Context: an optimization exercise on an open-source flow, tuned for small area, a short achievable clock period and few clock cycles. The choices shown serve that exercise and are no tape-out recipe. At most, simulation tests tie the RTL to the original design; equivalence was not proved. For runs 1 to 3 and 5, only the layout was checked, not whether the RTL still works.

[flow/design.v]
`timescale 1ns / 1ps
module line_drawer (
    input             clk,
    input             rst_,
    input      [51:0] in_op,
    input             in_rts,
    output            in_rtr,
    output            v_valid,
    output     [15:0] v_grp,        
    output     [7:0]  v_mask,
    output     [11:0] v_col,
    input             v_take,
    output            busy
);
    localparam S_DIFF = 2'd1, S_ORDER = 2'd2, S_DRAW = 2'd3;
    reg        rdy;             
    reg [1:0]  state;
    reg [9:0]  x1, x2;
    reg [7:0]  y1, y2;
    reg [11:0] col;
    reg        xgt, ygt;
    reg        xmaj, mdec;
    reg [7:0]  cnt, m;          
    wire signed [8:0] err  = x2[8:0];
    wire [7:0]        dmag = y2;
    reg [7:0]  gmask;           
    reg  nrdy_o;
    assign in_rtr = !nrdy_o;
    wire drawing = !rdy && (state == S_DRAW);
    wire last    = (cnt == 8'd0);
    wire [7:0] pbit = 8'd1 << x1[2:0];
    wire leave   = last || !xmaj || !err[8] || (x1[2:0] == 3'd7);
    wire step    = drawing && (!leave || v_take);
    assign v_valid = drawing && leave;
    assign v_grp   = {1'b0, y1, x1[9:3]};
    assign v_mask  = gmask | pbit;
    assign v_col   = col;
    assign busy    = !rdy;
    wire [10:0] ddx = {1'b0, x2} - {1'b0, x1};    
    wire [9:0]  ndx = x1 - x2;
    wire [8:0]  ddy = {1'b0, y2} - {1'b0, y1};    
    wire [7:0]  ndy = y1 - y2;
    wire [8:0]  mmc = {1'b0, m} - {1'b0, cnt};
    wire [8:0]  cmm = {1'b0, cnt} - {1'b0, m};
    wire        dxge = !cmm[8];
    wire       swp  = dxge ? xgt : ygt;
    always @(posedge clk or negedge rst_) begin
        if (!rst_) begin
            rdy    <= 1'b1;
            nrdy_o <= 1'b0;
            state  <= S_DIFF;
        end else begin
            if (rdy) begin
                if (in_rts) begin
                    rdy    <= 1'b0;
                    nrdy_o <= 1'b1;
                    state  <= S_DIFF;
                end
            end else begin
                case (state)
                    S_DIFF:  state <= S_ORDER;
                    S_ORDER: state <= S_DRAW;
                    default: if (step && last) begin
                        rdy    <= 1'b1;
                        nrdy_o <= 1'b0;
                    end
                endcase
            end
        end
    end
    always @(posedge clk) begin
        if (rdy) begin
            if (in_rts) begin
                x1  <= in_op[51:42];
                y1  <= in_op[39:32];
                x2  <= in_op[31:22];
                y2  <= in_op[19:12];
                col <= in_op[11:0];
            end
        end else begin
            case (state)
                S_DIFF: begin
                    xgt <= ddx[10];
                    ygt <= ddy[8];
                    cnt <= ddx[10] ? ndx[7:0] : ddx[7:0];
                    m   <= ddy[8] ? ndy : ddy[7:0];
                end
                S_ORDER: begin
                    xmaj <= dxge;
                    if (swp) begin
                        x1 <= x2;
                        y1 <= y2;
                    end
                    mdec <= swp ^ (dxge ? ygt : xgt);
                    if (!dxge) begin
                        cnt <= m;
                        m   <= cnt;
                    end
                    x2    <= {1'b0, dxge ? (mmc) : (cmm)};
                    y2    <= dxge ? cmm[7:0] : mmc[7:0];
                    gmask <= 8'd0;
                end
                default: if (step) begin
                    gmask <= leave ? 8'd0 : (gmask | pbit);
                    if (!last) begin
                        cnt <= cnt - 8'd1;
                        if (xmaj) begin
                            x1 <= x1 + 10'd1;
                            if (!err[8]) y1 <= mdec ? y1 - 8'd1 : y1 + 8'd1;
                        end else begin
                            y1 <= y1 + 8'd1;
                            if (!err[8]) x1 <= mdec ? x1 - 10'd1 : x1 + 10'd1;
                        end
                        x2[8:0] <= err[8] ? err + {1'b0, m} : err - {1'b0, dmag};
                    end
                end
            endcase
        end
    end
endmodule
`timescale 1ns / 1ps
module circle_drawer (
    input             clk,
    input             rst_,
    input      [41:0] in_op,
    input             in_rts,
    output            in_rtr,
    output            v_valid,
    output     [15:0] v_grp,        
    output     [7:0]  v_mask,
    output     [11:0] v_col,
    input             v_take,
    output            busy
);
    reg        rdy;             
    reg        drawing;         
    reg [9:0]  x0;
    reg [8:0]  y0;
    reg [6:0]  r;
    reg [11:0] col;
    reg [2:0]  oct;
    reg [6:0]  cx, cy;          
    reg        skip;            
    reg signed [8:0] t;
    reg [9:0]  px;
    reg [8:0]  py;
    reg [7:0]  gmask;           
    reg  nrdy_o;
    assign in_rtr = !nrdy_o;
    wire active  = !rdy && drawing;
    wire draw_px = active && !skip;
    wire [6:0] cyp1 = cy + 7'd1;
    wire [6:0] cxm1 = cx - 7'd1;
    wire lastpx  = (cx == cy) || (swap && cx == cyp1);
    wire [7:0] pbit = 8'd1 << px[2:0];
    wire leave   = lastpx || !mv_x || (mv_dn ? (px[2:0] == 3'd0) : (px[2:0] == 3'd7));
    wire step    = active && (skip || !leave || v_take);
    assign v_valid = draw_px && leave;
    assign v_grp   = {py, px[9:3]};
    assign v_mask  = gmask | pbit;
    assign v_col   = col;
    assign busy    = !rdy;
    wire       swap = oct[0];
    wire       sxn  = oct[1];
    wire       syn  = oct[2];
    wire [9:0] sx0 = x0 + (({10{sxn}} ^ {3'b0, r}) & {10{!swap}}) + {9'b0, sxn && !swap};
    wire [8:0] sy0 = y0 + (({9{syn}} ^ {2'b0, r}) & {9{swap}}) + {8'b0, syn && swap};
    wire xdec  = !t[8];
    wire mv_x  = xdec ^ swap;
    wire mv_dn = mv_x ? (xdec ^ sxn) : (xdec ^ syn);
    always @(posedge clk or negedge rst_) begin
        if (!rst_) begin
            rdy     <= 1'b1;
            nrdy_o  <= 1'b0;
            drawing <= 1'b0;
            oct     <= 3'd0;
        end else begin
            if (rdy) begin
                if (in_rts) begin
                    rdy     <= 1'b0;
                    nrdy_o  <= 1'b1;
                    drawing <= 1'b0;
                    oct     <= 3'd0;
                end
            end else if (!drawing) begin
                drawing <= 1'b1;
            end else if (step && lastpx) begin
                drawing <= 1'b0;
                oct     <= oct + 3'd1;
                if (oct == 3'd7) begin
                    rdy    <= 1'b1;
                    nrdy_o <= 1'b0;
                end
            end
        end
    end
    always @(posedge clk) begin
        if (rdy) begin
            if (in_rts) begin
                x0    <= in_op[41:32];
                y0    <= in_op[30:22];
                r     <= in_op[18:12];
                col   <= in_op[11:0];
                gmask <= 8'd0;
            end
        end else if (!drawing) begin
            cx <= r;
            cy <= 7'd0;
            t  <= 9'd1 - {2'b0, r};
            px <= sx0;
            py <= sy0;
            skip <= !swap && syn;
        end else if (step) begin
            if (!skip)
                gmask <= leave ? 8'd0 : (gmask | pbit);
            if (!lastpx) begin
                skip <= 1'b0;
                t <= t + {xdec ? ~{1'b0, cxm1} : {1'b0, cyp1}, 1'b1} + {8'b0, xdec};
                if (xdec) cx <= cxm1;
                else      cy <= cyp1;
                if (mv_x) px <= mv_dn ? px - 10'd1 : px + 10'd1;
                else      py <= mv_dn ? py - 9'd1 : py + 9'd1;
            end
        end
    end
endmodule
`timescale 1ns / 1ps
module read_modify_write_engine (
    input             clk,
    input             rst_,
    input             l_valid,
    input      [15:0] l_grp,
    input      [7:0]  l_mask,
    input      [11:0] l_col,
    output            l_take,
    input             c_valid,
    input      [15:0] c_grp,
    input      [7:0]  c_mask,
    input      [11:0] c_col,
    output            c_take,
    output reg [16:0] mem_addr,
    output reg [3:0]  mem_wben,
    output reg [31:0] mem_wdata,
    input      [31:0] mem_rdata,
    output            busy
);
    reg        vval;         
    reg [2:0]  ph;           
    reg        vrd;          
    reg [7:0]  vmask;
    reg [11:0] vcol;
    reg        free;         
    reg        pick_c;
    wire sel_valid = pick_c ? c_valid : l_valid;
    wire oth_valid = pick_c ? l_valid : c_valid;
    assign c_take = free && pick_c && c_valid;
    assign l_take = free && !pick_c && l_valid;
    wire take   = free && sel_valid;
    wire [7:0]  smask = pick_c ? c_mask : l_mask;
    wire [11:0] scol  = pick_c ? c_col  : l_col;
    wire [15:0] sg    = pick_c ? c_grp : l_grp;
    wire [8:0]  sy    = sg[15:7];
    wire [6:0]  sxg   = sg[6:0];
    wire [16:0] sB    = {sy, 8'b0} - {4'b0, sy, 4'b0} + {9'b0, sxg, 1'b0} + {10'b0, sxg};
    wire        spart = (smask[0] ^ smask[1]) | (smask[2] ^ smask[3])
                      | (smask[4] ^ smask[5]) | (smask[6] ^ smask[7]);
    wire [3:0] wnib = (ph == 3'd2) ? vcol[11:8] : (ph == 3'd3) ? vcol[7:4] : vcol[3:0];
    function [3:0] bytes_of;
        input [7:0] m;
        bytes_of = {m[7] | m[6], m[5] | m[4], m[3] | m[2], m[1] | m[0]};
    endfunction
    function [31:0] merge;
        input [31:0] old;
        input [7:0]  m;
        input [3:0]  n;
        integer i;
        begin
            for (i = 0; i < 8; i = i + 1)
                merge[4*i +: 4] = m[i] ? n : old[4*i +: 4];
        end
    endfunction
    assign busy = vval;
    always @(posedge clk or negedge rst_) begin
        if (!rst_) begin
            vval     <= 1'b0;
            free     <= 1'b1;
            ph       <= 3'd0;
            pick_c   <= 1'b0;
            mem_wben <= 4'b0;
        end else begin
            free <= !take && (!vval || ph == 3'd4 || ph == 3'd5);
            if (oth_valid && (take || !sel_valid))
                pick_c <= !pick_c;
            if (take) begin
                vval     <= 1'b1;
                ph       <= spart ? 3'd0 : 3'd3;
                mem_wben <= spart ? 4'b0 : bytes_of(smask);
            end else if (free) begin
                vval     <= 1'b0;
                mem_wben <= 4'b0;
            end else begin
                ph       <= ph + 3'd1;
                mem_wben <= (ph >= 3'd2) ? bytes_of(vmask) : 4'b0;
            end
        end
    end
    always @(posedge clk) begin
        if (take) begin
            vrd   <= spart;
            vmask <= smask;
            vcol  <= scol;
        end
        if (take)
            mem_addr <= sB;
        else
            mem_addr <= (ph == 3'd2) ? mem_addr - 17'd2 : mem_addr + 17'd1;
        mem_wdata <= merge(mem_rdata, take ? smask : vmask, take ? scol[11:8] : wnib);
    end
endmodule
`timescale 1ns / 1ps
module draw_subsystem(
    input               clk,
    input               rst_,
    input  [51:0]       line_op,
    input               line_rts,
    output              line_rtr,
    input  [41:0]       circle_op,
    input               circle_rts,
    output              circle_rtr,
    output [16:0]       mem_addr,
    output [3:0]        mem_wben,
    output [31:0]       mem_wdata,
    input  [31:0]       mem_rdata,
    output              idle
    );
    wire        l_valid, l_take, l_busy;
    wire [15:0] l_grp;
    wire [7:0]  l_mask;
    wire [11:0] l_col;
    wire        c_valid, c_take, c_busy;
    wire [15:0] c_grp;
    wire [7:0]  c_mask;
    wire [11:0] c_col;
    wire        m_busy;
    reg busy_q;
    assign idle = !busy_q;
    always @(posedge clk or negedge rst_) begin
        if (!rst_)
            busy_q <= 1'b0;
        else
            busy_q <= l_busy || c_busy || m_busy
                   || (line_rts && line_rtr) || (circle_rts && circle_rtr);
    end
    line_drawer ld (
        .clk(clk), .rst_(rst_),
        .in_op(line_op), .in_rts(line_rts), .in_rtr(line_rtr),
        .v_valid(l_valid), .v_grp(l_grp), .v_mask(l_mask), .v_col(l_col),
        .v_take(l_take), .busy(l_busy)
    );
    circle_drawer cd (
        .clk(clk), .rst_(rst_),
        .in_op(circle_op), .in_rts(circle_rts), .in_rtr(circle_rtr),
        .v_valid(c_valid), .v_grp(c_grp), .v_mask(c_mask), .v_col(c_col),
        .v_take(c_take), .busy(c_busy)
    );
    read_modify_write_engine rmw (
        .clk(clk), .rst_(rst_),
        .l_valid(l_valid), .l_grp(l_grp), .l_mask(l_mask), .l_col(l_col), .l_take(l_take),
        .c_valid(c_valid), .c_grp(c_grp), .c_mask(c_mask), .c_col(c_col), .c_take(c_take),
        .mem_addr(mem_addr), .mem_wben(mem_wben), .mem_wdata(mem_wdata), .mem_rdata(mem_rdata),
        .busy(m_busy)
    );
endmodule
[flow/flow/run.sh]
#!/bin/bash
# The standard layout (standard.sh) with two repair settings changed:
#  - the port buffers are sky130_fd_sc_hd__buf_1 (buffer_ports picks
#    clkdlybuf4s50_1 by default, a slow delay cell);
set -euo pipefail
sed "s|CLKGATE_MAP_FILE= |CLKGATE_MAP_FILE= SETUP_SLACK_MARGIN=7 'BUFFER_PORTS_ARGS=-buffer_cell sky130_fd_sc_hd__buf_1' |" standard.sh > standard_tuned.sh
bash standard_tuned.sh > flow.log 2>&1
[flow/standard.sh]
#!/bin/bash
# synth_recipe.tcl (not shown) runs the flow's synth.tcl, then flattens the netlist and writes it again
# the make line also repeats each setting of config.mk as NAME=value (left out here)
make -C /OpenROAD-flow-scripts/flow DESIGN_CONFIG=/design/flow/config.mk WORK_HOME=/design/flow/orfs CLKGATE_MAP_FILE= SYNTH_SCRIPT=/design/flow/synth_recipe.tcl "${@:-finish}"
[flow/config.mk]
export PLATFORM = sky130hd
export DESIGN_NAME = draw_subsystem
export DESIGN_NICKNAME = draw_subsystem
export VERILOG_FILES = /design/flow/design.v
export SDC_FILE = /design/flow/constraint.sdc
export NUM_CORES = 4
export LEC_CHECK = 0
export CAP_MARGIN = 20
export CORE_MARGIN = 2
export CORE_UTILIZATION = 40
export CTS_CLUSTER_DIAMETER = 100
export CTS_CLUSTER_SIZE = 20
export SLEW_MARGIN = 20
[flow/constraint.sdc]
create_clock -name core_clock -period 10.0 [get_ports {clk}]
set_input_delay 2.0000 -clock core_clock [delete_from_list [all_inputs] [get_ports {clk}]]
set_output_delay 2.0000 -clock core_clock [all_outputs]
set_load 0.01 [all_outputs]
==> results of run 1 <==
layout by cell type (no fill, tap or decap), types with 21 or more instances in the layout:
| master | count |
|---|---|
| sky130_fd_sc_hd__buf_6 | 31 |
| sky130_fd_sc_hd__mux2_2 | 39 |
| sky130_fd_sc_hd__nor2_1 | 105 |
| sky130_fd_sc_hd__a21o_1 | 26 |
| sky130_fd_sc_hd__buf_4 | 120 |
| sky130_fd_sc_hd__edfxtp_1 | 178 |
| sky130_fd_sc_hd__buf_1 | 122 |
| sky130_fd_sc_hd__a21oi_1 | 82 |
| sky130_fd_sc_hd__nand2_1 | 121 |
| sky130_fd_sc_hd__inv_1 | 124 |
| sky130_fd_sc_hd__xnor2_1 | 99 |
| sky130_fd_sc_hd__nand3_1 | 27 |
| sky130_fd_sc_hd__clkbuf_16 | 21 |
| sky130_fd_sc_hd__dfxtp_1 | 27 |
| sky130_fd_sc_hd__xor2_1 | 53 |
| sky130_fd_sc_hd__ha_1 | 133 |
| sky130_fd_sc_hd__a21oi_2 | 21 |
| sky130_fd_sc_hd__o21ai_0 | 81 |
| sky130_fd_sc_hd__mux2i_1 | 154 |
| sky130_fd_sc_hd__nor3_1 | 30 |
per-stage QoR:
stage / hold WS, ns / setup WS (ns) / area, um2
5_1_grt: 0.439 / 6.72 / 22000
2_1_floorplan: 0.385 / 6.92 / 18200
3_5_place_dp: 0.404 / 5.55 / 19200
4_1_cts: 0.418 / 6.77 / 21200
6_report: 0.415 / 6.83 / 22000
3_3_place_gp: 0.396 / 5.67 / 19200
kinds of logic after synthesis:
group                    synth area share, %
AO/OA/AOI/OAI                           13.3
XOR/XNOR                                7.52
adder cells (fa/ha/maj)                 12.4
buffers and inverters                   4.97
flip-flops                              39.0
multiplexers                            12.0
AND/OR/NAND/NOR                         10.8
registers in the layout, summed over array words and instances, names as in the netlist, 4 cells and up:
register / count
cd.t: 9
rmw.mem_wben: 4
rmw.mem_wdata: 32
rmw.mem_addr: 17
cd.cy: 7
ld.x1: 10
ld.col: 12
ld.m: 8
ld.cnt: 8
ld.x2: 10
ld.y2: 8
ld.y1: 8
cd.px: 10
rmw.vcol: 12
cd.cx: 7
cd.py: 9
cd.y0: 9
rmw.vmask: 8
cd.gmask: 8
cd.r: 7
cd.x0: 10
cd.col: 12
ld.gmask: 8
worst min path at each step:
stage	startpoint	endpoint	slack, ns
2_1_floorplan	rmw.vval$_DFFE_PN0P_	rmw.free$_DFF_PN1_	0.38
3_3_place_gp	rmw.vval$_DFFE_PN0P_	rmw.free$_DFF_PN1_	0.40
3_5_place_dp	rmw.vval$_DFFE_PN0P_	rmw.free$_DFF_PN1_	0.40
4_1_cts	rmw.vval$_DFFE_PN0P_	rmw.free$_DFF_PN1_	0.42
5_1_grt	rmw.vval$_DFFE_PN0P_	rmw.free$_DFF_PN1_	0.44
6_report	rmw.vval$_DFFE_PN0P_	rmw.free$_DFF_PN1_	0.42
cell type report:
class | count | area (um2)
diodes | 2 | 5.00
clock buffers | 27 | 527
clock inverters | 5 | 51.3
fillers | 3965 | 22200
inverters | 147 | 596
multi-input cells | 1327 | 11000
flip-flops and latches | 255 | 7070
well taps | 592 | 741
repair buffers | 307 | 2020
repair inverters | 2 | 23.8
layer usage:
layer	up-vias	wire length, um	track usage (%)
met5	-	9	0
li1	6962	-	-
met2	332	24700	35.3
met1	7124	23100	28.5
met4	2	1580	6.97
met3	74	2290	2.97
repair_timing:
action,CTS,global route
setup endpoints to repair,291,126
gates resized for setup,216,138
pin swaps,18,44
buffers inserted,76,44
gates cloned,3,1
==> out/metrics.cfg, run 1 <==
[global_route]
vias_in_the_first_global_route = 14419
grt_max_degree = 54
number_of_antenna_violations_at_the_first_check_in_global_routing = 3
grt_usage_pct = 21.2
grt.overflow.total = 0
grt_pass1_wl_um = 78800

[clocking]
tritoncts_clock_tree = built
cts.root.buffer_cell = sky130_fd_sc_hd__clkbuf_16
cts_buffers = 18
numClockSinks = 255
ctsHtreeMaxLevel = 1
path_clk_slew_ns = 0.09
cts-hold-fix-buffers = 0
worstSkewPairLatency_ns = 0.53
cts_max_path_buffers = 3

[setup_path]
crit_family = adder cells
cp_num_buf_inv = 2
timing.setup.critical_path_class = reg -> reg
critical_path.endpoint = rmw.mem_addr[15]$_DFF_P_
critPathCaptureType = register
rr_worst_depth = 12
worst_path_largest_cell_delay_ns = 0.53
critical-path-slowest-cell = sky130_fd_sc_hd__dfrtp_4
worst_r2r_endpoint = rmw.mem_addr[15]$_DFF_P_
rrSetupSlack_ns = 6.83
setup.worst_path.start_class = register
reg2reg_from = rmw.pick_c$_DFFE_PN0P_
crit_required_ns = 10.46
path_cells = buf_12, mux2i_2, ha_1, inv_2, fa_2, a21oi_4, o21ai_4, o31ai_4, a31oi_4, or4b_4, and3_4, mux2i_1
critical_path.startpoint = rmw.pick_c$_DFFE_PN0P_
timing.critical_path.depth = 12
critical_path.max_fanout = 6
worst_ep_arrival_time_ns = 3.62

[routing]
drt-wirelength-per-cell_um = 19.4
detailedRoute.firstPassIterationCount = 5
initialDrtViolationCount = 1133
detail_route.vias_per_cell = 5.44
drtAntennaViolNets = 0
detail_route.drc_violations = 0
routed_wl_um = 51700
route.vias.total = 14494

[die]
io-pin-count = 186
effective_utilization_at_floorplan_pct = 40.6
core_area_um2 = 44200
floorplan.die.width_um = 216
chipHeight_um = 216
die_area_um2 = 46500
rows = 77

[sta]
setup-tns-final_ns = 0
worst_max_slew_pin_slew_ns = 0.821
grt_setup_unrepaired = true
final_min_period_over_clock_period_pct = 31.7
final-hold-violation-count = 0
slew_violations = 0
setup_viol = 0
worst_slew_margin_rel_pct = 44.9
clock.fmax_mhz = 316
worst_clk_skew_ns = 0.0213
finalWorstPathRequiredPeriod_ns = 3.17

[synth]
synthMostInstantiatedCell = sky130_fd_sc_hd__edfxtp_1
area_fraction_of_the_dominant_cell_type_after_synthesis_pct = 29.8
synth_warnings = 4
yosysTopAreaCell = sky130_fd_sc_hd__edfxtp_1
synthesis.instances = 1806
mappedNetlistNets = 2103
post_synth_main_area_contributors = sky130_fd_sc_hd__edfxtp_1 (30%), sky130_fd_sc_hd__ha_1 (10%), sky130_fd_sc_hd__mux2i_1 (9.1%), sky130_fd_sc_hd__dfxtp_1 (6.3%), sky130_fd_sc_hd__xnor2_1 (4.9%)
synth_area_per_cell_um2 = 9.93
post_synth_instance_area_um2 = 17900
seq_area_frac_synth_pct = 39.0
synth_commonest_cells = sky130_fd_sc_hd__edfxtp_1 (178), sky130_fd_sc_hd__mux2i_1 (163), sky130_fd_sc_hd__ha_1 (149), sky130_fd_sc_hd__inv_1 (141), sky130_fd_sc_hd__nand2_1 (130)
synthDistinctLibCells = 74
synth-edff-count = 178
postSynth.asyncResetShare_pct = 8.24
dominantRegCellSynth = sky130_fd_sc_hd__edfxtp_1
number_of_synthesized_register_bits = 255

[layout]
final_core_occ_pct = 49.8
area_delta_synth_final_pct = 22.9
finish.cell_count_without_fillers = 2664
post_route_cells_drive_above_1_share_pct = 22.2
fin_nets = 2355

[placed_design]
placement.io_buffers = 177
routabilityCongestion = 0.883
total_instance_count_after_detailed_placement = 2506
post_detail_place_hpwl_um = 36300

[status]
outcome = finished clean

[min_path]
hold_path_class = reg -> reg
hold_depth = 1

[flow_run]
cap_violations = 0

==> inputs of run 2 (changes only) <==
--- a/flow/design.v
+++ b/flow/design.v
@@ -12,7 +12,7 @@
     input             v_take,
     output            busy
 );
-    localparam S_DIFF = 2'd1, S_ORDER = 2'd2, S_DRAW = 2'd3;
+    localparam S_DIFF = 2'd0, S_ABS = 2'd1, S_ORDER = 2'd2, S_DRAW = 2'd3;
     reg        rdy;             
     reg [1:0]  state;
     reg [9:0]  x1, x2;
@@ -36,10 +36,8 @@
     assign v_mask  = gmask | pbit;
     assign v_col   = col;
     assign busy    = !rdy;
-    wire [10:0] ddx = {1'b0, x2} - {1'b0, x1};    
-    wire [9:0]  ndx = x1 - x2;
+    wire [8:0]  ddx = x2[8:0] - x1[8:0];          
     wire [8:0]  ddy = {1'b0, y2} - {1'b0, y1};    
-    wire [7:0]  ndy = y1 - y2;
     wire [8:0]  mmc = {1'b0, m} - {1'b0, cnt};
     wire [8:0]  cmm = {1'b0, cnt} - {1'b0, m};
     wire        dxge = !cmm[8];
@@ -58,7 +56,8 @@
                 end
             end else begin
                 case (state)
-                    S_DIFF:  state <= S_ORDER;
+                    S_DIFF:  state <= S_ABS;
+                    S_ABS:   state <= S_ORDER;
                     S_ORDER: state <= S_DRAW;
                     default: if (step && last) begin
                         rdy    <= 1'b1;
@@ -80,10 +79,14 @@
         end else begin
             case (state)
                 S_DIFF: begin
-                    xgt <= ddx[10];
+                    xgt <= ddx[8];
                     ygt <= ddy[8];
-                    cnt <= ddx[10] ? ndx[7:0] : ddx[7:0];
-                    m   <= ddy[8] ? ndy : ddy[7:0];
+                    cnt <= ddx[7:0];
+                    m   <= ddy[7:0];
+                end
+                S_ABS: begin
+                    if (xgt) cnt <= 8'd0 - cnt;
+                    if (ygt) m   <= 8'd0 - m;
                 end
                 S_ORDER: begin
                     xmaj <= dxge;
==> flow/flow/run.sh (replaced) <==
#!/bin/bash
# The standard layout (standard.sh) with two repair settings changed:
#  - the port buffers are sky130_fd_sc_hd__buf_1 (buffer_ports picks
#    clkdlybuf4s50_1 by default, a slow delay cell);
set -euo pipefail
sed "s|CLKGATE_MAP_FILE= |CLKGATE_MAP_FILE= SETUP_SLACK_MARGIN=6.8 'BUFFER_PORTS_ARGS=-buffer_cell sky130_fd_sc_hd__buf_1' |" standard.sh > standard_tuned.sh
bash standard_tuned.sh > flow.log 2>&1
==> run 2 against run 1 <==
Still clean on timing, DRC and antenna. Core utilization down 3.0 points. First-iteration DRC count down 36%. Area after synthesis down 5.4%. Setup slack worse by 0.39 ns. Via count down 11%. Critical path type unchanged. Critical endpoint unchanged. Largest cell class unchanged.
==> out/metrics.cfg, run 2 <==
[status]
outcome = finished clean  ; unchanged

[setup_path]
timing.setup.critical_path_class = reg -> reg  ; unchanged
cp_num_buf_inv = 3  ; was 2
crit_required_ns = 10.40  ; was 10.46 ns
worst_ep_arrival_time_ns = 3.96  ; was 3.62 ns
setup.worst_path.start_class = register  ; unchanged
critical-path-slowest-cell = sky130_fd_sc_hd__fa_1  ; was sky130_fd_sc_hd__dfrtp_4
critPathCaptureType = register  ; unchanged
critical_path.max_fanout = 8  ; was 6
path_cells = buf_12, buf_16, mux2i_2, fa_1, inv_2, ha_4, a2111o_1, o21bai_4, a311o_1, a2111oi_4, o41ai_1, a21oi_1, xor2_1, mux2i_1  ; was buf_12, mux2i_2, ha_1, inv_2, fa_2, a21oi_4, o21ai_4, o31ai_4, a31oi_4, or4b_4, and3_4, mux2i_1
worst_path_largest_cell_delay_ns = 0.51  ; was 0.53 ns
crit_family = compound AO/OA/AOI/OAI gates  ; was adder cells

[global_route]
number_of_antenna_violations_at_the_first_check_in_global_routing = 1  ; was 3
grt_pass1_wl_um = 69000  ; was 78800 um
grt_max_degree = 75  ; was 54
grt_usage_pct = 19.7  ; was 21.2%
grt.overflow.total = 0  ; unchanged
vias_in_the_first_global_route = 12661  ; was 14419

[synth]
number_of_synthesized_register_bits = 255  ; unchanged
post_synth_instance_area_um2 = 17000  ; was 17900 um2
synthesis.instances = 1680  ; was 1806
dominantRegCellSynth = sky130_fd_sc_hd__edfxtp_1  ; unchanged
postSynth.asyncResetShare_pct = 8.24  ; unchanged
synthMostInstantiatedCell = sky130_fd_sc_hd__edfxtp_1  ; unchanged
synth-edff-count = 178  ; unchanged
synthDistinctLibCells = 79  ; was 74
seq_area_frac_synth_pct = 41.2  ; was 39.0%
area_fraction_of_the_dominant_cell_type_after_synthesis_pct = 31.5  ; was 29.8%
synth_area_per_cell_um2 = 10.1  ; was 9.93 um2
mappedNetlistNets = 1962  ; was 2103
synth_commonest_cells = sky130_fd_sc_hd__edfxtp_1 (178), sky130_fd_sc_hd__ha_1 (136), sky130_fd_sc_hd__inv_1 (123), sky130_fd_sc_hd__nand2_1 (120), sky130_fd_sc_hd__nor2_1 (118)  ; was sky130_fd_sc_hd__edfxtp_1 (178), sky130_fd_sc_hd__mux2i_1 (163), sky130_fd_sc_hd__ha_1 (149), sky130_fd_sc_hd__inv_1 (141), sky130_fd_sc_hd__nand2_1 (130)
synth_warnings = 4  ; unchanged
yosysTopAreaCell = sky130_fd_sc_hd__edfxtp_1  ; unchanged
post_synth_main_area_contributors = sky130_fd_sc_hd__edfxtp_1 (31%), sky130_fd_sc_hd__ha_1 (10%), sky130_fd_sc_hd__dfxtp_1 (6.6%), sky130_fd_sc_hd__xnor2_1 (5.8%), sky130_fd_sc_hd__mux2_2 (5.4%)  ; was sky130_fd_sc_hd__edfxtp_1 (30%), sky130_fd_sc_hd__ha_1 (10%), sky130_fd_sc_hd__mux2i_1 (9.1%), sky130_fd_sc_hd__dfxtp_1 (6.3%), sky130_fd_sc_hd__xnor2_1 (4.9%)

[die]
chipHeight_um = 210  ; was 216 um
core_area_um2 = 41900  ; was 44200 um2
floorplan.die.width_um = 210  ; was 216 um
effective_utilization_at_floorplan_pct = 40.5  ; was 40.6%
die_area_um2 = 44100  ; was 46500 um2
rows = 75  ; was 77
io-pin-count = 186  ; unchanged

[placed_design]
postPlaceCellArea_um2 = 18200  ; was 19200 um2
routabilityCongestion = 0.861  ; was 0.883
total_instance_count_after_detailed_placement = 2334  ; was 2506
post_detail_place_hpwl_um = 32900  ; was 36300 um
placement.io_buffers = 177  ; unchanged

[layout]
mostFrequentLayoutCells = sky130_fd_sc_hd__edfxtp_1 (178), sky130_fd_sc_hd__buf_1 (175), sky130_fd_sc_hd__ha_1 (131)  ; was sky130_fd_sc_hd__edfxtp_1 (178), sky130_fd_sc_hd__mux2i_1 (154), sky130_fd_sc_hd__ha_1 (133)
layout.cell_area.non_filler_um2 = 19600  ; was 22000 um2
fillers = 3974  ; was 3965
largest_register_ffs = 32  ; unchanged
final_common_cell = sky130_fd_sc_hd__edfxtp_1  ; unchanged
post_route_cells_drive_above_1_share_pct = 14.3  ; was 22.2%
fin_nets = 2150  ; was 2355
final_core_occ_pct = 46.8  ; was 49.8%
area_delta_synth_final_pct = 15.7  ; was 22.9%
top_register = rmw.mem_wdata  ; unchanged
biggestRegsByFlops = rmw.mem_wdata (32), rmw.mem_addr (17)  ; unchanged
num_antenna_cells = 0  ; was 2
finish.cell_count_without_fillers = 2418  ; was 2664

[sta]
setup-tns-final_ns = 0  ; unchanged
clock.fmax_mhz = 281  ; was 316 MHz
finalWorstPathRequiredPeriod_ns = 3.56  ; was 3.17 ns
worst_slew_margin_rel_pct = 39.7  ; was 44.9%
grt_setup_unrepaired = true  ; unchanged
final-hold-violation-count = 0  ; unchanged
slew_violations = 0  ; unchanged
worst_clk_skew_ns = 0.0181  ; was 0.0213 ns
worst_max_slew_pin_slew_ns = 0.905  ; was 0.821 ns
setup_viol = 0  ; unchanged
final_min_period_over_clock_period_pct = 35.6  ; was 31.7%

[flow_run]
cap_violations = 0  ; unchanged

[clocking]
path_clk_slew_ns = 0.09  ; about the same
tritoncts_clock_tree = built  ; unchanged
cts.root.buffer_cell = sky130_fd_sc_hd__clkbuf_16  ; unchanged
numClockSinks = 255  ; unchanged
ctsHtreeMaxLevel = 1  ; unchanged
cts_buffers = 17  ; was 18
cts-hold-fix-buffers = 0  ; unchanged
cts_max_path_buffers = 3  ; unchanged
worstSkewPairLatency_ns = 0.52  ; was 0.53 ns

[routing]
drtAntennaViolNets = 0  ; unchanged
route.vias.total = 12932  ; was 14494
detailedRoute.firstPassIterationCount = 6  ; was 5
detail_route.vias_per_cell = 5.35  ; was 5.44
initialDrtViolationCount = 725  ; was 1133
drt-wirelength-per-cell_um = 18.5  ; was 19.4 um
routed_wl_um = 44800  ; was 51700 um
detail_route.drc_violations = 0  ; unchanged

[min_path]
hold_path_class = reg -> reg  ; unchanged

-- run 2: path summary, 6_finish.rpt --
path | slack (ns) | to | cells after the start | from
setup / recovery | 6.44 | rmw.mem_addr[15]$_DFF_P_ | 14 | rmw.pick_c$_DFFE_PN0P_
hold / removal | 0.44 | rmw.free$_DFF_PN1_ | 1 | rmw.vval$_DFFE_PN0P_
setup reg to reg | 6.44 | rmw.mem_addr[15]$_DFF_P_ | 14 | rmw.pick_c$_DFFE_PN0P_
hold reg to reg | 0.44 | rmw.free$_DFF_PN1_ | 1 | rmw.vval$_DFFE_PN0P_
max in group asynchronous | 8.25 | rmw.free$_DFF_PN1_ | 2 | rst_
min in group asynchronous | 1.45 | busy_q$_DFF_PN0_ | 2 | rst_
-- run 2: cell type report --
type                    count  area [um2]  area share [%]
clock buffers              23         448            2.28
clock inverters             7        73.8           0.376
inverters                 125         480            2.45
multi-input cells        1230        9670            49.2
flip-flops and latches    255        7020            35.7
well taps                 539         674            3.43
repair buffers            238        1270            6.48
repair inverters            1        7.51          0.0382
-- run 2: metal layers --
layer / up-vias / track usage, % / part of all wire [%]
li1: 6370 / - / -
met1: 6262 / 27.0 / 45
met2: 259 / 33.6 / 49
met3: 41 / 2.41 / 4.5
met4: 0 / 4.11 / 1.8
met5: - / 0 / 0
-- run 2: cells by family after synthesis --
group | after synthesis | synth area share [%]
buffers and inverters | 195 | 4.45
multiplexers | 135 | 8.75
adder cells (fa/ha/maj) | 152 | 11.9
flip-flops | 255 | 41.2
AND/OR/NAND/NOR | 415 | 11.7
AO/OA/AOI/OAI | 363 | 13.4
XOR/XNOR | 165 | 8.51
-- run 2: through the flow --
stage | worst slack, ns | hold WS [ns]
after detailed placement | 5.87 | 0.409
after CTS | 6.46 | 0.424
final | 6.44 | 0.438
after global routing | 6.27 | 0.445
after floorplan | 6.40 | 0.385
after global placement | 5.88 | 0.403
-- run 2: what timing repair did --
action | CTS | global route
endpoints found under the setup margin | 155 | 123
buffers inserted | 29 | 21
cloned | 3 | 1
pin swaps | 6 | 10
gates resized for setup | 53 | 52
==> inputs of run 3 (changes only) <==
--- a/flow/config.mk
+++ b/flow/config.mk
@@ -10,4 +10,5 @@
 export CORE_UTILIZATION = 40
 export CTS_CLUSTER_DIAMETER = 100
 export CTS_CLUSTER_SIZE = 20
+export PLACE_DENSITY = 0.8
 export SLEW_MARGIN = 20
==> run 3 against run 2 <==
Still clean. Synthesized cell count is the same. First-iteration DRC count up 76%. Die area did not move. Largest cell class unchanged. Highest routed layer unchanged.
==> out/metrics.cfg, run 3 <==
[status]
outcome = finished clean  ; unchanged

[synth]
synthMostInstantiatedCell = sky130_fd_sc_hd__edfxtp_1  ; unchanged
postSynth.asyncResetShare_pct = 8.24  ; unchanged
synth_warnings = 4  ; unchanged
mappedNetlistNets = 1962  ; unchanged
yosysTopAreaCell = sky130_fd_sc_hd__edfxtp_1  ; unchanged
seq_area_frac_synth_pct = 41.2  ; unchanged
post_synth_main_area_contributors = sky130_fd_sc_hd__edfxtp_1 (31%), sky130_fd_sc_hd__ha_1 (10%), sky130_fd_sc_hd__dfxtp_1 (6.6%), sky130_fd_sc_hd__xnor2_1 (5.8%), sky130_fd_sc_hd__mux2_2 (5.4%)  ; unchanged
synth-edff-count = 178  ; unchanged
dominantRegCellSynth = sky130_fd_sc_hd__edfxtp_1  ; unchanged
post_synth_instance_area_um2 = 17000  ; unchanged
synthDistinctLibCells = 79  ; unchanged
number_of_synthesized_register_bits = 255  ; unchanged
synth_area_per_cell_um2 = 10.1  ; unchanged
synth_commonest_cells = sky130_fd_sc_hd__edfxtp_1 (178), sky130_fd_sc_hd__ha_1 (136), sky130_fd_sc_hd__inv_1 (123), sky130_fd_sc_hd__nand2_1 (120), sky130_fd_sc_hd__nor2_1 (118)  ; unchanged
area_fraction_of_the_dominant_cell_type_after_synthesis_pct = 31.5  ; unchanged
synthesis.instances = 1680  ; unchanged

[clocking]
worstSkewPairLatency_ns = 0.51  ; was 0.52 ns
cts_max_path_buffers = 3  ; unchanged
cts_buffers = 16  ; was 17
tritoncts_clock_tree = built  ; unchanged
numClockSinks = 255  ; unchanged
ctsHtreeMaxLevel = 1  ; unchanged
path_clk_slew_ns = 0.10  ; was 0.09 ns
cts.root.buffer_cell = sky130_fd_sc_hd__clkbuf_16  ; unchanged

[setup_path]
worst_ep_arrival_time_ns = 4.05  ; was 3.96 ns
rr_worst_depth = 14  ; unchanged
critPathCaptureType = register  ; unchanged
worst_path_largest_cell_delay_ns = 0.50  ; was 0.51 ns
critical_path.startpoint = rmw.pick_c$_DFFE_PN0P_  ; unchanged
setup.worst_path.start_class = register  ; unchanged
reg2reg_from = rmw.pick_c$_DFFE_PN0P_  ; unchanged
crit_required_ns = 10.40  ; about the same
critical-path-slowest-cell = sky130_fd_sc_hd__fa_1  ; unchanged
worst_r2r_endpoint = rmw.mem_addr[15]$_DFF_P_  ; unchanged
timing.setup.critical_path_class = reg -> reg  ; unchanged
rrSetupSlack_ns = 6.35  ; was 6.44 ns
path_cells = buf_12, buf_4, mux2i_2, fa_1, inv_1, ha_4, a2111o_1, o21bai_4, a311o_1, a2111oi_4, o41ai_2, a21oi_1, xor2_1, mux2i_1  ; was buf_12, buf_16, mux2i_2, fa_1, inv_2, ha_4, a2111o_1, o21bai_4, a311o_1, a2111oi_4, o41ai_1, a21oi_1, xor2_1, mux2i_1
critical_path.max_fanout = 11  ; was 8

[placed_design]
placement.io_buffers = 177  ; unchanged
routabilityCongestion = 0.924  ; was 0.861
postPlaceCellArea_um2 = 18200  ; about the same
dp_slack_ns = 5.91  ; was 5.87 ns
post_detail_place_hpwl_um = 32500  ; was 32900 um

[die]
floorplan.die.width_um = 210  ; unchanged
die_area_um2 = 44100  ; unchanged
io-pin-count = 186  ; unchanged
rows = 75  ; unchanged
core_area_um2 = 41900  ; unchanged
effective_utilization_at_floorplan_pct = 40.5  ; unchanged
chipHeight_um = 210  ; unchanged

[layout]
layout.cell_area.non_filler_um2 = 19500  ; was 19600 um2
area_of_the_multi_input_gates_um2 = 9670  ; about the same
biggestRegsByFlops = rmw.mem_wdata (32), rmw.mem_addr (17)  ; unchanged
final_common_cell = sky130_fd_sc_hd__edfxtp_1  ; unchanged
top_register = rmw.mem_wdata  ; unchanged
fin_nets = 2146  ; was 2150
area_delta_synth_final_pct = 14.9  ; was 15.7%
largest_register_ffs = 32  ; unchanged
post_route_cells_drive_above_1_share_pct = 13.7  ; was 14.3%
num_antenna_cells = 0  ; unchanged
fillers = 3780  ; was 3974
ff_latch_area_um2 = 7010  ; was 7020 um2
mostFrequentLayoutCells = sky130_fd_sc_hd__edfxtp_1 (178), sky130_fd_sc_hd__buf_1 (175), sky130_fd_sc_hd__ha_1 (128)  ; was sky130_fd_sc_hd__edfxtp_1 (178), sky130_fd_sc_hd__buf_1 (175), sky130_fd_sc_hd__ha_1 (131)

[sta]
hold_ws_ns = 0.423  ; was 0.438 ns
grt_setup_unrepaired = true  ; unchanged
finalWorstPathRequiredPeriod_ns = 3.65  ; was 3.56 ns
setup_viol = 0  ; unchanged
worst_slew_margin_rel_pct = 33.3  ; was 39.7%
worst_max_slew_pin_slew_ns = 0.999  ; was 0.905 ns
worst_clk_skew_ns = 0.0196  ; was 0.0181 ns
fin_ws_ns = 6.35  ; was 6.44 ns
slew_violations = 0  ; unchanged
final_min_period_over_clock_period_pct = 36.5  ; was 35.6%
final-hold-violation-count = 0  ; unchanged
setup-tns-final_ns = 0  ; unchanged
clock.fmax_mhz = 274  ; was 281 MHz

[global_route]
grt_usage_pct = 19.3  ; was 19.7%
grt_pass1_wl_um = 68900  ; was 69000 um
grt.overflow.total = 0  ; unchanged
vias_in_the_first_global_route = 13057  ; was 12661
grt_max_degree = 75  ; unchanged
number_of_antenna_violations_at_the_first_check_in_global_routing = 0  ; was 1

[min_path]
hold_path_class = reg -> reg  ; unchanged
hold_depth = 1  ; unchanged
hold_end = rmw.free$_DFF_PN1_  ; unchanged
min-delay-start = rmw.vval$_DFFE_PN0P_  ; unchanged

[routing]
detail_route.drc_violations = 0  ; unchanged
initialDrtViolationCount = 1276  ; was 725
detailedRoute.firstPassIterationCount = 5  ; was 6
drtAntennaViolNets = 0  ; unchanged
routed_wl_um = 44200  ; was 44800 um
detail_route.vias_per_cell = 5.54  ; was 5.35
route.vias.total = 13358  ; was 12932
drt-wirelength-per-cell_um = 18.3  ; was 18.5 um

[flow_run]
cap_violations = 0  ; unchanged

==> run 3: cell count changes in the layout (fill, tap and decap cells not counted), sizes merged <==
cell / change
buf: -2
bufinv: -2
clkbuf: +2
inv: -2
bufbuf: +1
clkinv: -1
clkinvlp: -1
==> run 3: per-stage QoR <==
stage	utilization, %	cells
after floorplan	-	1680
after global placement	43.3	2333
after detailed placement	43.4	2334
after CTS	45.7	2395
after global routing	46.5	2413
final	46.5	2413
==> run 3: how the worst max path moves through the flow <==
stage	end	slack, ns
2_1_floorplan	rmw.mem_addr[15]$_DFF_P_	6.40
3_3_place_gp	rmw.mem_addr[15]$_DFF_P_	6.03
3_5_place_dp	rmw.mem_addr[15]$_DFF_P_	5.91
4_1_cts	rmw.mem_addr[15]$_DFF_P_	6.34
5_1_grt	rmw.mem_addr[13]$_DFF_P_	6.17
6_report	rmw.mem_addr[15]$_DFF_P_	6.35
==> run 3: cell families after synthesis <==
family / count (synthesis) / share of synthesized area, %
xor gates and xnor gates: 165 / 8.51
and+or+nand+nor: 415 / 11.7
AOI/OAI and AO/OA: 363 / 13.4
DFF: 255 / 41.2
adders and majority gates: 152 / 11.9
buffers and inverters: 195 / 4.45
muxes: 135 / 8.75
==> run 3: timing repair <==
action,4_1_cts,5_1_grt
gates cloned,3,0
setup buffers,30,18
hold buffers,0,0
pin swaps,13,16
gates resized for setup,46,55
setup endpoints to repair,170,138
==> run 3: area by class of cell <==
cell class                 count  share of cell area (%)
sequential                   255                    35.9
inverter                     125                    2.46
clock buffer                  27                    2.37
timing repair inverter         1                  0.0385
tap                          539                    3.46
clock inverter                 1                  0.0321
multi-input combinational   1230                    49.6
timing repair buffer         235                    6.12
==> run 3: critical path, delay by kind of cell, from the launching register on <==
kind / cells / cell delay, ns
adders and majority gates: 2 / 0.67
muxes: 2 / 0.26
buffers and inverters: 3 / 0.38
AOI/OAI and AO/OA: 6 / 1.64
xor gates and xnor gates: 1 / 0.16
DFF: 1 / 0.43
==> run 3: metal layers <==
| layer | vias up | part of all wire (%) | track usage (%) |
|---|---|---|---|
| met5 | - | 0 | 0 |
| li1 | 6379 | - | - |
| met1 | 6416 | 42 | 26.3 |
| met3 | 78 | 6.7 | 2.04 |
| met4 | 0 | 2.7 | 4.33 |
| met2 | 485 | 48 | 33.2 |
==> inputs of run 4 (changes only) <==
--- a/flow/design.v
+++ b/flow/design.v
@@ -12,9 +12,10 @@
     input             v_take,
     output            busy
 );
-    localparam S_DIFF = 2'd0, S_ABS = 2'd1, S_ORDER = 2'd2, S_DRAW = 2'd3;
+    localparam S_DIFF = 3'd0, S_ABS = 3'd1, S_ORDER = 3'd2, S_DMAG = 3'd3, S_ERR = 3'd4,
+               S_DRAW = 3'd5;
     reg        rdy;             
-    reg [1:0]  state;
+    reg [2:0]  state;
     reg [9:0]  x1, x2;
     reg [7:0]  y1, y2;
     reg [11:0] col;
@@ -38,7 +39,6 @@
     assign busy    = !rdy;
     wire [8:0]  ddx = x2[8:0] - x1[8:0];          
     wire [8:0]  ddy = {1'b0, y2} - {1'b0, y1};    
-    wire [8:0]  mmc = {1'b0, m} - {1'b0, cnt};
     wire [8:0]  cmm = {1'b0, cnt} - {1'b0, m};
     wire        dxge = !cmm[8];
     wire       swp  = dxge ? xgt : ygt;
@@ -58,7 +58,9 @@
                 case (state)
                     S_DIFF:  state <= S_ABS;
                     S_ABS:   state <= S_ORDER;
-                    S_ORDER: state <= S_DRAW;
+                    S_ORDER: state <= S_DMAG;
+                    S_DMAG:  state <= S_ERR;
+                    S_ERR:   state <= S_DRAW;
                     default: if (step && last) begin
                         rdy    <= 1'b1;
                         nrdy_o <= 1'b0;
@@ -99,10 +101,10 @@
                         cnt <= m;
                         m   <= cnt;
                     end
-                    x2    <= {1'b0, dxge ? (mmc) : (cmm)};
-                    y2    <= dxge ? cmm[7:0] : mmc[7:0];
                     gmask <= 8'd0;
                 end
+                S_DMAG: y2 <= cmm[7:0];
+                S_ERR:  x2 <= 10'd0 - {2'b0, y2};
                 default: if (step) begin
                     gmask <= leave ? 8'd0 : (gmask | pbit);
                     if (!last) begin
--- a/flow/config.mk
+++ b/flow/config.mk
@@ -10,5 +10,4 @@
 export CORE_UTILIZATION = 40
 export CTS_CLUSTER_DIAMETER = 100
 export CTS_CLUSTER_SIZE = 20
-export PLACE_DENSITY = 0.8
 export SLEW_MARGIN = 20
==> run 4 against run 3 <==
Sequential share of layout area up 0.059 points. Critical path depth fell by 12. Count of clock-buffer cells in the layout stayed put. Via count shrank 2.7%. Setup slack improved by 0.49 ns. Still clean.
==> out/metrics.cfg, run 4 <==
[clocking]
cts.root.buffer_cell = sky130_fd_sc_hd__clkbuf_16  ; unchanged
cts_max_path_buffers = 3  ; unchanged
tritoncts_clock_tree = built  ; unchanged
cts_buffers = 18  ; was 16
ctsHtreeMaxLevel = 1  ; unchanged
path_clk_slew_ns = 0.10  ; about the same
worstSkewPairLatency_ns = 0.55  ; was 0.51 ns
numClockSinks = 256  ; was 255
cts-hold-fix-buffers = 0  ; unchanged

[layout]
top_register = rmw.mem_wdata  ; unchanged
fillers = 3992  ; was 3780
mostFrequentLayoutCells = sky130_fd_sc_hd__edfxtp_1 (178), sky130_fd_sc_hd__buf_1 (175), sky130_fd_sc_hd__inv_1 (125)  ; was sky130_fd_sc_hd__edfxtp_1 (178), sky130_fd_sc_hd__buf_1 (175), sky130_fd_sc_hd__ha_1 (128)
largest_register_ffs = 32  ; unchanged
final_common_cell = sky130_fd_sc_hd__edfxtp_1  ; unchanged
finish.cell_count_without_fillers = 2424  ; was 2413
fin_nets = 2141  ; was 2146
area_of_the_multi_input_gates_um2 = 9410  ; was 9670 um2
num_antenna_cells = 0  ; unchanged
layout.cell_area.non_filler_um2 = 19600  ; was 19500 um2
biggestRegsByFlops = rmw.mem_wdata (32), rmw.mem_addr (17)  ; unchanged
post_route_cells_drive_above_1_share_pct = 14.7  ; was 13.7%
ff_latch_area_um2 = 7040  ; was 7010 um2
area_delta_synth_final_pct = 16.5  ; was 14.9%

[global_route]
grt_pass1_wl_um = 68500  ; was 68900 um
grt_max_degree = 70  ; was 75
grt_usage_pct = 19.7  ; was 19.3%
vias_in_the_first_global_route = 12585  ; was 13057
number_of_antenna_violations_at_the_first_check_in_global_routing = 1  ; was 0
grt.overflow.total = 0  ; unchanged

[setup_path]
reg2reg_from = rmw.pick_c$_DFFE_PN0P_  ; unchanged
rr_worst_depth = 12  ; was 14
crit_required_ns = 8.00  ; was 10.40 ns
critPathCaptureType = output pin  ; was register
critical_path.endpoint = circle_rtr  ; was rmw.mem_addr[15]$_DFF_P_
critical_path.startpoint = cd.nrdy_o$_DFFE_PN0P_  ; was rmw.pick_c$_DFFE_PN0P_
timing.critical_path.depth = 2  ; was 14
rrSetupSlack_ns = 6.86  ; was 6.35 ns
worst_path_largest_cell_delay_ns = 0.41  ; was 0.50 ns
critical-path-slowest-cell = sky130_fd_sc_hd__dfrtp_1  ; was sky130_fd_sc_hd__fa_1
worst_r2r_endpoint = rmw.mem_addr[15]$_DFF_P_  ; unchanged
crit_family = flip-flops  ; was compound AO/OA/AOI/OAI gates
setup.worst_path.start_class = register  ; unchanged
timing.setup.critical_path_class = reg -> out  ; was reg -> reg
critical_path.max_fanout = 2  ; was 11
cp_num_buf_inv = 2  ; was 3
worst_ep_arrival_time_ns = 1.16  ; was 4.05 ns
path_cells = inv_2, buf_6  ; was buf_12, buf_4, mux2i_2, fa_1, inv_1, ha_4, a2111o_1, o21bai_4, a311o_1, a2111oi_4, o41ai_2, a21oi_1, xor2_1, mux2i_1

[synth]
area_fraction_of_the_dominant_cell_type_after_synthesis_pct = 31.8  ; was 31.5%
synth-edff-count = 178  ; unchanged
postSynth.asyncResetShare_pct = 8.59  ; was 8.24%
post_synth_main_area_contributors = sky130_fd_sc_hd__edfxtp_1 (32%), sky130_fd_sc_hd__ha_1 (9.2%), sky130_fd_sc_hd__dfxtp_1 (6.7%), sky130_fd_sc_hd__xnor2_1 (5.5%), sky130_fd_sc_hd__mux2_2 (4.0%)  ; was sky130_fd_sc_hd__edfxtp_1 (31%), sky130_fd_sc_hd__ha_1 (10%), sky130_fd_sc_hd__dfxtp_1 (6.6%), sky130_fd_sc_hd__xnor2_1 (5.8%), sky130_fd_sc_hd__mux2_2 (5.4%)
number_of_synthesized_register_bits = 256  ; was 255
synthesis.instances = 1677  ; was 1680
synth_commonest_cells = sky130_fd_sc_hd__edfxtp_1 (178), sky130_fd_sc_hd__inv_1 (137), sky130_fd_sc_hd__nand2_1 (125), sky130_fd_sc_hd__ha_1 (123), sky130_fd_sc_hd__nor2_1 (121)  ; was sky130_fd_sc_hd__edfxtp_1 (178), sky130_fd_sc_hd__ha_1 (136), sky130_fd_sc_hd__inv_1 (123), sky130_fd_sc_hd__nand2_1 (120), sky130_fd_sc_hd__nor2_1 (118)
yosysTopAreaCell = sky130_fd_sc_hd__edfxtp_1  ; unchanged
seq_area_frac_synth_pct = 41.8  ; was 41.2%
post_synth_instance_area_um2 = 16800  ; was 17000 um2
synth_area_per_cell_um2 = 10.0  ; was 10.1 um2
synthDistinctLibCells = 74  ; was 79
dominantRegCellSynth = sky130_fd_sc_hd__edfxtp_1  ; unchanged
synth_warnings = 4  ; unchanged
mappedNetlistNets = 1945  ; was 1962
synthMostInstantiatedCell = sky130_fd_sc_hd__edfxtp_1  ; unchanged

[sta]
worst_clk_skew_ns = 0.0500  ; was 0.0196 ns
grt_setup_unrepaired = true  ; unchanged
final-hold-violation-count = 0  ; unchanged
final_min_period_over_clock_period_pct = 31.6  ; was 36.5%
worst_slew_margin_rel_pct = 40.0  ; was 33.3%
finalWorstPathRequiredPeriod_ns = 3.16  ; was 3.65 ns
hold_ws_ns = 0.413  ; was 0.423 ns
fin_ws_ns = 6.84  ; was 6.35 ns
worst_max_slew_pin_slew_ns = 0.900  ; was 0.999 ns
setup-tns-final_ns = 0  ; unchanged
clock.fmax_mhz = 316  ; was 274 MHz
setup_viol = 0  ; unchanged
slew_violations = 0  ; unchanged

[die]
io-pin-count = 186  ; unchanged
effective_utilization_at_floorplan_pct = 40.3  ; was 40.5%
chipHeight_um = 209  ; was 210 um
floorplan.die.width_um = 209  ; was 210 um
die_area_um2 = 43600  ; was 44100 um2
core_area_um2 = 41700  ; was 41900 um2
rows = 75  ; unchanged

[placed_design]
post_detail_place_hpwl_um = 32600  ; was 32500 um
total_instance_count_after_detailed_placement = 2342  ; was 2334
postPlaceCellArea_um2 = 18000  ; was 18200 um2
dp_slack_ns = 5.52  ; was 5.91 ns
placement.io_buffers = 177  ; unchanged
routabilityCongestion = 0.882  ; was 0.924

[flow_run]
cap_violations = 0  ; unchanged

[routing]
detailedRoute.firstPassIterationCount = 7  ; was 5
routed_wl_um = 44500  ; was 44200 um
detail_route.drc_violations = 0  ; unchanged
drtAntennaViolNets = 0  ; unchanged
route.vias.total = 12992  ; was 13358
initialDrtViolationCount = 1004  ; was 1276
detail_route.vias_per_cell = 5.36  ; was 5.54
drt-wirelength-per-cell_um = 18.4  ; was 18.3 um

[status]
outcome = finished clean  ; unchanged

[min_path]
hold_path_class = reg -> reg  ; unchanged

run 4: changes by cell type after synthesis, moves of 7 or more:
cell | before | now
sky130_fd_sc_hd__mux2_4 | 4 | 16
sky130_fd_sc_hd__a222oi_1 | 7 | 0
sky130_fd_sc_hd__ha_1 | 136 | 123
sky130_fd_sc_hd__buf_1 | 14 | 5
sky130_fd_sc_hd__nor4_1 | 14 | 5
sky130_fd_sc_hd__o211ai_1 | 5 | 12
sky130_fd_sc_hd__o21ai_0 | 109 | 98
sky130_fd_sc_hd__a21oi_1 | 101 | 115
sky130_fd_sc_hd__o22ai_1 | 7 | 17
sky130_fd_sc_hd__mux2_2 | 81 | 59
sky130_fd_sc_hd__inv_1 | 123 | 137
run 4: worst min-delay path by stage:
stage,to,slack (ns),startpoint,cells after the start
2_1_floorplan,rmw.free$_DFF_PN1_,0.38,rmw.vval$_DFFE_PN0P_,1
3_3_place_gp,rmw.free$_DFF_PN1_,0.40,rmw.vval$_DFFE_PN0P_,1
3_5_place_dp,rmw.free$_DFF_PN1_,0.41,rmw.vval$_DFFE_PN0P_,1
4_1_cts,rmw.free$_DFF_PN1_,0.42,rmw.vval$_DFFE_PN0P_,1
5_1_grt,rmw.free$_DFF_PN1_,0.44,rmw.vval$_DFFE_PN0P_,1
6_report,rmw.free$_DFF_PN1_,0.41,rmw.vval$_DFFE_PN0P_,1
run 4: area by class of cell:
type                    instances  area share (%)
clock buffers                  27            2.58
well taps                     539            3.45
inverters                     140            2.81
clock inverters                 5           0.448
multi-input cells            1218            48.1
repair buffers                237            6.55
repair inverters                2          0.0640
flip-flops and latches        256            36.0
run 4: timing repair:
action	CTS	global route
endpoints found under the setup margin	154	120
buffers inserted	24	20
cloned	3	3
pin swaps	7	16
gates resized for setup	55	68
run 4: logic make-up (layout without fill, tap and decap cells):
logic type / after synthesis / count (layout) / synth area share, %
buf+inv: 203 / 411 / 4.82
xor+xnor: 155 / 155 / 8.09
fa+ha+maj: 138 / 138 / 11.0
compound gates: 380 / 380 / 14.0
flops: 256 / 256 / 41.8
mux: 122 / 122 / 8.49
simple gates: 423 / 423 / 11.9
run 4: through the flow:
step / utilization (%)
after global routing: 46.9
after CTS: 45.9
after global placement: 43.2
final: 46.9
after floorplan: -
after detailed placement: 43.2
run 4: per-layer routing:
layer / global-route usage (%) / up-vias / wire (um)
li1: - / 6385 / -
met1: 28.7 / 6220 / 20900
met2: 31.3 / 329 / 20000
met3: 2.71 / 56 / 2690
met4: 4.51 / 2 / 922
met5: 0 / - / 13
Testbench counts of run 4, summed over its fixed seeds: cycles 94,772.
==> inputs of run 5 (changes only) <==
--- a/flow/design.v
+++ b/flow/design.v
@@ -23,7 +23,7 @@
     reg        xmaj, mdec;
     reg [7:0]  cnt, m;          
     wire signed [8:0] err  = x2[8:0];
-    wire [7:0]        dmag = y2;
+    wire [8:0]        ndmag = {|y2, y2};
     reg [7:0]  gmask;           
     reg  nrdy_o;
     assign in_rtr = !nrdy_o;
@@ -104,7 +104,10 @@
                     gmask <= 8'd0;
                 end
                 S_DMAG: y2 <= cmm[7:0];
-                S_ERR:  x2 <= 10'd0 - {2'b0, y2};
+                S_ERR: begin
+                    x2 <= 10'd0 - {2'b0, y2};
+                    y2 <= 8'd0 - y2;
+                end
                 default: if (step) begin
                     gmask <= leave ? 8'd0 : (gmask | pbit);
                     if (!last) begin
@@ -116,7 +119,7 @@
                             y1 <= y1 + 8'd1;
                             if (!err[8]) x1 <= mdec ? x1 - 10'd1 : x1 + 10'd1;
                         end
-                        x2[8:0] <= err[8] ? err + {1'b0, m} : err - {1'b0, dmag};
+                        x2[8:0] <= err + (err[8] ? {1'b0, m} : ndmag);
                     end
                 end
             endcase
==> run 5 against run 4 <==
Count of clock-buffer cells in the layout unchanged. Largest cell class unchanged. Setup slack got worse by 0.036 ns. Still clean. Sequential share of layout area increased by 0.35 points.
==> out/metrics.cfg, run 5 <==
[setup_path]
crit_family = flip-flops  ; unchanged
critPathCaptureType = output pin  ; unchanged
rr_worst_depth = 13  ; was 12
worst_path_largest_cell_delay_ns = 0.49  ; was 0.41 ns
crit_required_ns = 8.00  ; about the same
setup.worst_path.start_class = register  ; unchanged
cp_num_buf_inv = 2  ; unchanged
rrSetupSlack_ns = 6.83  ; was 6.86 ns
reg2reg_from = rmw.pick_c$_DFFE_PN0P_  ; unchanged
critical_path.max_fanout = 2  ; unchanged

[status]
outcome = finished clean  ; unchanged

[routing]
detailedRoute.firstPassIterationCount = 6  ; was 7
initialDrtViolationCount = 809  ; was 1004
drtAntennaViolNets = 0  ; unchanged
detail_route.drc_violations = 0  ; unchanged
route.vias.total = 12846  ; was 12992
drt-wirelength-per-cell_um = 18.3  ; was 18.4 um
routed_wl_um = 43900  ; was 44500 um

[sta]
final_min_period_over_clock_period_pct = 32.0  ; was 31.6%
worst_slew_margin_rel_pct = 29.7  ; was 40.0%
worst_max_slew_pin_slew_ns = 1.05  ; was 0.900 ns
clock.fmax_mhz = 313  ; was 316 MHz
setup_viol = 0  ; unchanged
worst_clk_skew_ns = 0.0286  ; was 0.0500 ns
final-hold-violation-count = 0  ; unchanged
grt_setup_unrepaired = true  ; unchanged
slew_violations = 0  ; unchanged
setup-tns-final_ns = 0  ; unchanged

[synth]
seq_area_frac_synth_pct = 42.3  ; was 41.8%
synth_area_per_cell_um2 = 10.1  ; was 10.0 um2
mappedNetlistNets = 1916  ; was 1945
number_of_synthesized_register_bits = 256  ; unchanged
yosysTopAreaCell = sky130_fd_sc_hd__edfxtp_1  ; unchanged
synthesis.instances = 1648  ; was 1677
post_synth_main_area_contributors = sky130_fd_sc_hd__edfxtp_1 (32%), sky130_fd_sc_hd__ha_1 (9.3%), sky130_fd_sc_hd__dfxtp_1 (6.8%), sky130_fd_sc_hd__mux2_2 (6.2%), sky130_fd_sc_hd__xnor2_1 (5.8%)  ; was sky130_fd_sc_hd__edfxtp_1 (32%), sky130_fd_sc_hd__ha_1 (9.2%), sky130_fd_sc_hd__dfxtp_1 (6.7%), sky130_fd_sc_hd__xnor2_1 (5.5%), sky130_fd_sc_hd__mux2_2 (4.0%)
post_synth_instance_area_um2 = 16600  ; was 16800 um2
synth_warnings = 4  ; unchanged
area_fraction_of_the_dominant_cell_type_after_synthesis_pct = 32.2  ; was 31.8%
synthDistinctLibCells = 71  ; was 74

[clocking]
cts_max_path_buffers = 3  ; unchanged
cts.root.buffer_cell = sky130_fd_sc_hd__clkbuf_16  ; unchanged
path_clk_slew_ns = 0.09  ; was 0.10 ns
tritoncts_clock_tree = built  ; unchanged
cts_buffers = 18  ; unchanged
worstSkewPairLatency_ns = 0.55  ; about the same
ctsHtreeMaxLevel = 1  ; unchanged

[global_route]
grt.overflow.total = 0  ; unchanged
grt_pass1_wl_um = 68900  ; was 68500 um
vias_in_the_first_global_route = 12772  ; was 12585
grt_usage_pct = 19.9  ; was 19.7%
grt_max_degree = 61  ; was 70

[die]
rows = 74  ; was 75
io-pin-count = 186  ; unchanged
chipHeight_um = 208  ; was 209 um
floorplan.die.width_um = 208  ; was 209 um

[min_path]
hold_path_class = reg -> reg  ; unchanged
hold_depth = 2  ; was 1

[placed_design]
routabilityCongestion = 0.902  ; was 0.882
postPlaceCellArea_um2 = 17900  ; was 18000 um2
placement.io_buffers = 177  ; unchanged
post_detail_place_hpwl_um = 32100  ; was 32600 um

[layout]
final_common_cell = sky130_fd_sc_hd__edfxtp_1  ; unchanged
top_register = rmw.mem_wdata  ; unchanged
num_antenna_cells = 0  ; unchanged
final_core_occ_pct = 47.4  ; was 46.9%
biggestRegsByFlops = rmw.mem_wdata (32), rmw.mem_addr (17)  ; unchanged
layout.cell_area.non_filler_um2 = 19400  ; was 19600 um2
area_delta_synth_final_pct = 16.8  ; was 16.5%

run 5: worst max-delay path by stage:
stage	from	to	slack, ns	cells after the start
after global placement	cd.t[8]$_DFFE_PP_	rmw.vval$_DFFE_PN0P_	6.03	9
after global routing	rmw.pick_c$_DFFE_PN0P_	rmw.mem_addr[16]$_DFF_P_	6.67	13
final	cd.nrdy_o$_DFFE_PN0P_	circle_rtr	6.80	2
after CTS	rmw.pick_c$_DFFE_PN0P_	rmw.mem_addr[16]$_DFF_P_	6.78	14
after floorplan	rmw.pick_c$_DFFE_PN0P_	rmw.mem_addr[15]$_DFF_P_	6.71	16
after detailed placement	cd.t[8]$_DFFE_PP_	rmw.vval$_DFFE_PN0P_	5.94	9
run 5: area by class of cell:
| type | count | area (um2) |
|---|---|---|
| fillers | 3848 | 21500 |
| multi-input cells | 1203 | 9340 |
| flip-flops and latches | 256 | 7040 |
| repair buffers | 245 | 1280 |
| well taps | 532 | 666 |
| inverters | 127 | 487 |
| clock buffers | 27 | 484 |
| clock inverters | 5 | 68.8 |
run 5: cell families after synthesis:
kind of cell	Yosys count	synth area share [%]
buffers and inverters	191	4.44
multiplexers	124	8.29
AND/OR/NAND/NOR	405	11.5
adder cells (fa/ha/maj)	138	11.1
flip-flops	256	42.3
AO/OA/AOI/OAI	375	13.9
XOR/XNOR	159	8.40
run 5: routing by layer:
| metal | vias to the layer above | track usage (%) | wire length, um |
|---|---|---|---|
| met5 | - | 0 | 16 |
| met4 | 2 | 5.76 | 1270 |
| met3 | 64 | 2.54 | 2480 |
| met2 | 339 | 33.8 | 20700 |
| met1 | 6138 | 26.7 | 19500 |
| li1 | 6303 | - | - |
run 5: repair_timing:
item,CTS,global route
hold buffers,0,0
endpoints found under the setup margin,163,101
resized for setup,60,45
pin swaps,16,15
setup buffers,31,26
cloned,2,2
run 5: tightest hold or removal path, stage by stage, from the launching register on:
cell and delay (ns):
sky130_fd_sc_hd__dfxtp_1 0.31, sky130_fd_sc_hd__nor2_1 0.08, sky130_fd_sc_hd__o22ai_1 0.07
run 5: per-stage QoR:
stage | setup WS (ns) | instances | hold slack, ns
4_1_cts | 6.78 | 2367 | 0.499
3_5_place_dp | 5.94 | 2302 | 0.490
5_1_grt | 6.67 | 2395 | 0.514
2_1_floorplan | 6.71 | 1648 | 0.400
3_3_place_gp | 6.03 | 2302 | 0.476
6_report | 6.80 | 2395 | 0.492

## re-timing with driven ports
The flow's constraints put no driver on any port. The routed layouts listed below were extracted and timed again, unchanged, in two steps.
Step 1 (the two cells are an assumption about what drives the block):
set clk [get_ports {clk}]
set_driving_cell -lib_cell sky130_fd_sc_hd__clkbuf_16 $clk
set_driving_cell -lib_cell sky130_fd_sc_hd__buf_2 [delete_from_list [all_inputs] $clk]
Step 2 moves the port delays by t, midway between the first and last clock arrival at a register: inputs arrive t later, outputs are due t later. That takes back most of the time a late clock gives input paths.
Three values: ideal ports, drivers, drivers and shift; two values: the first two.
| run | shift t [ns] | setup WS [ns] | hold slack, ns |
|---|---|---|---|
| run 1 | 0.575 | 6.835 / 6.818 / 6.490 | 0.415 / 0.415 / 0.415 |
| run 2 | 0.571 | 6.443 / 6.443 / 6.443 | 0.438 / 0.438 / 0.438 |
| run 3 | 0.547 | 6.345 / 6.345 / 6.345 | 0.423 / 0.423 / 0.423 |
| run 4 | 0.575 | 6.837 / 6.787 / 6.473 | 0.413 / 0.413 / 0.413 |
| run 5 | 0.585 | 6.802 / 6.751 / 6.286 | 0.492 / 0.492 / 0.492 |
After both steps setup and hold are still met in every run listed. For run 5, which loses most, drivers alone change the setup slack by -0.051 ns; drivers and shift together by -0.516 ns.
